From an optimization exercise on the open Yosys and OpenROAD flow, aimed at small area; shortcuts taken in it are not production practice.
At most, simulation tests tie the RTL to the original design; equivalence was not proved.
Power is estimated from default activity; no workload was simulated.

==> 03-19: inputs <==
==> flow/design.v (excerpt) <==
module top (
    input  clk,
    input  rst,
    input  en,
    input  signed [7:0] adc_in,
    output wire [7:0] char_out,
    output wire char_valid,
    output wire signed [15:0] I_out,
    output wire signed [15:0] Q_out,
    output wire sweep_done,
    output wire signed [6:0] freq,
    output wire bit_tick,
    output wire bit_out
);
==> module varicode_decoder, before the edit <==
module varicode_decoder (
    input wire clk,
    input wire rst,
    input wire sample_en,
    input wire bit_in,
    input wire bit_valid,
    output wire [7:0] char_out,
    output reg char_valid
);
    reg [11:0] shift_reg;
    reg [3:0] bit_count;
    reg [9:0] varicode;
    varicode_lut u_varicode_lut (
        .enable   (char_valid),
        .varicode (varicode),
        .ascii    (char_out)
    );
    localparam IDLE = 3'b000, RECV = 3'b001, END_CHECK = 3'b010, DECODE = 3'b011;
    reg [2:0] state;
    wire step = bit_valid && sample_en;
    always @(posedge clk or negedge rst) begin
        if (!rst) begin
            state <= IDLE;
        end else if (step) begin
            case (state)
                IDLE:      state <= ((shift_reg[1:0] == 2'b00) && (bit_in != 0)) ? RECV : IDLE;
                RECV:      state <= bit_in ? RECV : END_CHECK;
                END_CHECK: state <= bit_in ? RECV : DECODE;
                DECODE:    state <= bit_in ? RECV : IDLE;
                default:   state <= IDLE;
            endcase
        end
    end
    always @(posedge clk) begin
        if (!rst) shift_reg <= 12'hfff;
        else if (step) shift_reg <= {shift_reg[10:0], bit_in};
    end
    always @(posedge clk) begin
        if (!rst) begin
            bit_count <= 0;
            varicode <= 10'b0;
            char_valid <= 0;
        end else if (step) begin
            case (state)
                IDLE: begin
                    bit_count <= 0;
                    char_valid <= 0;
                end
                RECV, END_CHECK: begin
                    bit_count <= bit_count + 4'd1;
                    char_valid <= 0;
                end
                DECODE: begin
                    case (bit_count - 4'd1)
                        4'd1: varicode <= {9'd0, shift_reg[2]};
                        4'd2: varicode <= {8'd0, shift_reg[3:2]};
                        4'd3: varicode <= {7'd0, shift_reg[4:2]};
                        4'd4: varicode <= {6'd0, shift_reg[5:2]};
                        4'd5: varicode <= {5'd0, shift_reg[6:2]};
                        4'd6: varicode <= {4'd0, shift_reg[7:2]};
                        4'd7: varicode <= {3'd0, shift_reg[8:2]};
                        4'd8: varicode <= {2'd0, shift_reg[9:2]};
                        4'd9: varicode <= {1'd0, shift_reg[10:2]};
                        4'd10: varicode <= shift_reg[11:2];
                        default: varicode <= 10'd0;
                    endcase
                    bit_count <= 0;
                    char_valid <= 1;
                end
                default: begin
                    bit_count <= 0;
                    varicode <= 10'b0;
                end
            endcase
        end
    end
endmodule
==> flow/config.mk <==
export PLATFORM = sky130hd
export DESIGN_NAME = top
export DESIGN_NICKNAME = top
export VERILOG_FILES = /design/flow/design.v
export SDC_FILE = /design/flow/constraint.sdc
export NUM_CORES = 4
export LEC_CHECK = 0
export ABC_AREA = 1
export CAP_MARGIN = 20
export CORE_MARGIN = 2
export CORE_UTILIZATION = 55
export SLEW_MARGIN = 20
==> flow/constraint.sdc <==
create_clock -name core_clock -period 20.0 [get_ports {clk}]
set_input_delay 4.0000 -clock core_clock [delete_from_list [all_inputs] [get_ports {clk}]]
set_output_delay 4.0000 -clock core_clock [all_outputs]
set_load 0.01 [all_outputs]
standard.sh (not shown) runs the stock make flow with config.mk's settings and CLKGATE_MAP_FILE= SYNTH_SCRIPT=/design/flow/synth_recipe.tcl, a recipe that flattens the netlist after the stock synthesis.
==> flow/flow/run.sh <==
#!/bin/bash
# The standard layout (standard.sh) with these synthesis changes only:
#  - adders keep Yosys's default carry logic: a non-empty SYNTH_OPERATIONS_ARGS
#    replaces ORFS's "-extra-map lcu_kogge_stone.v";
#  - no full/half-adder cell extraction (empty ADDER_MAP_FILE);
#  - abc maps logic with Yosys's default area-oriented liberty script
#    (flow/abc_area.script) instead of ORFS's abc_area.script.
# The ORFS scripts are used from a copy in which only abc_area.script differs.
# Registers are mapped exactly as in the standard synthesis.
set -euo pipefail
rm -rf scripts_mod
cp -r "$FLOW_HOME/scripts" scripts_mod
cp flow/abc_area.script scripts_mod/abc_area.script
export SYNTH_OPERATIONS_ARGS="-nofsm"
export ADDER_MAP_FILE=""
bash standard.sh SCRIPTS_DIR="$PWD/scripts_mod" finish > standard.log 2>&1
==> flow/flow/abc_area.script <==
strash
&get -n
&fraig -x
&put
scorr
dc2
dretime
strash
&get -n
&dch -f
&nf
&put
==> 04-27: changes against 03-19 <==
--- a/flow/design.v
+++ b/flow/design.v
@@ -186,8 +186,11 @@
     reg [3:0] bit_count;
-    reg [9:0] varicode;
+    reg [9:0] vnext;
+    reg [7:0] ascii_r;
+    wire [7:0] ascii;
     varicode_lut u_varicode_lut (
-        .enable   (char_valid),
-        .varicode (varicode),
-        .ascii    (char_out)
+        .enable   (1'b1),
+        .varicode (vnext),
+        .ascii    (ascii)
     );
+    assign char_out = ascii_r;
     localparam IDLE = 3'b000, RECV = 3'b001, END_CHECK = 3'b010, DECODE = 3'b011;
@@ -212,2 +215,17 @@
     end
+    always @(*) begin
+        case (bit_count - 4'd1)
+            4'd1: vnext = {9'd0, shift_reg[2]};
+            4'd2: vnext = {8'd0, shift_reg[3:2]};
+            4'd3: vnext = {7'd0, shift_reg[4:2]};
+            4'd4: vnext = {6'd0, shift_reg[5:2]};
+            4'd5: vnext = {5'd0, shift_reg[6:2]};
+            4'd6: vnext = {4'd0, shift_reg[7:2]};
+            4'd7: vnext = {3'd0, shift_reg[8:2]};
+            4'd8: vnext = {2'd0, shift_reg[9:2]};
+            4'd9: vnext = {1'd0, shift_reg[10:2]};
+            4'd10: vnext = shift_reg[11:2];
+            default: vnext = 10'd0;
+        endcase
+    end
     always @(posedge clk) begin
@@ -215,3 +233,3 @@
             bit_count <= 0;
-            varicode <= 10'b0;
+            ascii_r <= 8'd0;
             char_valid <= 0;
@@ -221,2 +239,3 @@
                     bit_count <= 0;
+                    ascii_r <= 8'd0;
                     char_valid <= 0;
@@ -225,2 +244,3 @@
                     bit_count <= bit_count + 4'd1;
+                    ascii_r <= 8'd0;
                     char_valid <= 0;
@@ -228,16 +248,4 @@
                 DECODE: begin
-                    case (bit_count - 4'd1)
-                        4'd1: varicode <= {9'd0, shift_reg[2]};
-                        4'd2: varicode <= {8'd0, shift_reg[3:2]};
-                        4'd3: varicode <= {7'd0, shift_reg[4:2]};
-                        4'd4: varicode <= {6'd0, shift_reg[5:2]};
-                        4'd5: varicode <= {5'd0, shift_reg[6:2]};
-                        4'd6: varicode <= {4'd0, shift_reg[7:2]};
-                        4'd7: varicode <= {3'd0, shift_reg[8:2]};
-                        4'd8: varicode <= {2'd0, shift_reg[9:2]};
-                        4'd9: varicode <= {1'd0, shift_reg[10:2]};
-                        4'd10: varicode <= shift_reg[11:2];
-                        default: varicode <= 10'd0;
-                    endcase
                     bit_count <= 0;
+                    ascii_r <= ascii;
                     char_valid <= 1;
@@ -246,3 +254,3 @@
                     bit_count <= 0;
-                    varicode <= 10'b0;
+                    if (char_valid) ascii_r <= 8'd0;
                 end
CTS_BUF_LIST = sky130_fd_sc_hd__clkbuf_16   (was not set)
CTS_CLUSTER_DIAMETER = 100   (was not set)
CTS_CLUSTER_SIZE = 22   (was not set)
==> 12-07: changes against 03-19 <==
==> flow/flow/run.sh (replaced) <==
#!/bin/bash
# The standard layout (standard.sh), with two synthesis changes: adders keep
# Yosys's default carry logic instead of the Kogge-Stone carry map (a non-empty
# SYNTH_OPERATIONS_ARGS replaces ORFS's "-extra-map lcu_kogge_stone.v"), and no
# full/half-adder cell extraction (empty ADDER_MAP_FILE), leaving adders to abc.
# Registers are mapped exactly as in the standard synthesis.
set -euo pipefail
export SYNTH_OPERATIONS_ARGS="-nofsm"
export ADDER_MAP_FILE=""
bash standard.sh > standard.log 2>&1
removed: flow/flow/abc_area.script
==> qor summary <==
Net Sw Frac: 03-19 0.204; 04-27 0.207; 12-07 0.208
Effective utilization at floorplan: 03-19 0.554; 04-27 0.553; 12-07 0.556
Worst Path Required: 03-19 20.62 ns; 04-27 20.52 ns; 12-07 20.62 ns
Die span in x: 03-19 302 um; 04-27 301 um; 12-07 314 um
Share of cell area taken by multi-input logic gates: 03-19 0.390; 04-27 0.408; 12-07 0.372
PwrDens: 03-19 91.5 mW/mm^2; 04-27 76.5 mW/mm^2; 12-07 86.2 mW/mm^2
Number of antenna diodes: 03-19 0; 04-27 1; 12-07 0
Sum of routed wire segments on met1: 03-19 49800 um; 04-27 52000 um; 12-07 58600 um
Worst setup path endpoint: 03-19 int0_1[30]$_DFF_P_; 04-27 int0_1[30]$_DFF_P_; 12-07 facc_1[30]$_DFF_P_
Non-clock inverter count in the final layout: 03-19 108; 04-27 105; 12-07 921
Result of the run: 03-19 complete, no violations; 04-27 complete, no violations; 12-07 complete, no violations
Worst Setup Slack, final: 03-19 6.71 ns; 04-27 5.82 ns; 12-07 11.38 ns
Hold Crit Endpoint: 03-19 ringI[128]$_DFF_P_; 04-27 ringQ[227]$_DFF_P_; 12-07 ringQ[157]$_DFF_P_
Worst slack at placement: 03-19 6.00 ns; 04-27 4.50 ns; 12-07 10.65 ns
Reg-to-reg startpoint: 03-19 c20[1]$_DFF_PN0_; 04-27 c20[1]$_DFF_PN0_; 12-07 c40[0]$_DFFE_PN0P_
Drt wl/cell: 03-19 16.6 um; 04-27 16.5 um; 12-07 15.0 um
Share of the synthesized area in the top cell type: 03-19 0.464; 04-27 0.465; 12-07 0.429
Power attributed to sequential cells: 03-19 2.57 mW; 04-27 2.56 mW; 12-07 2.57 mW
Final worst hold slack: 03-19 0.306 ns; 04-27 0.316 ns; 12-07 0.304 ns
Number of global-route vias before repair: 03-19 33200; 04-27 32700; 12-07 40100
GRT Overall Usage: 03-19 0.234; 04-27 0.229; 12-07 0.251
Post-placement cell area: 03-19 0.0514 sq mm; 04-27 0.0512 sq mm; 12-07 0.0546 sq mm
No functional check of the RTL was part of 03-19 and 12-07.

## static timing again, ports no longer ideal
The flow's constraints put no driver on any port. The routed layouts listed below were extracted and timed again, unchanged, in two steps. Step 1 (the two cells are an assumption about what drives the block):
set clk [get_ports {clk}]
set_driving_cell -lib_cell sky130_fd_sc_hd__clkbuf_16 $clk
set_driving_cell -lib_cell sky130_fd_sc_hd__buf_2 [delete_from_list [all_inputs] $clk]
Step 2 times the ports against the registers' clock, not the clock port: input delays grow and output delays shrink by t, the midpoint of the rising clock arrivals with the driver on. a / b / c = no drivers / after step 1 / after step 2; a / b = the first two.
run	t (ns)	slack for setup (ns)	clock arrival spread, ns
03-19	0.784	6.707 / 6.750 / 5.966	0.039 / 0.039
04-27	0.709	5.820 / 5.850 / 5.141	0.044 / 0.044
12-07	0.790	11.378 / 11.309 / 10.519	0.045 / 0.045
After both steps every run listed still meets setup and hold. For 12-07, which loses most, drivers alone change the setup slack by -0.069 ns; drivers and shift together by -0.859 ns.
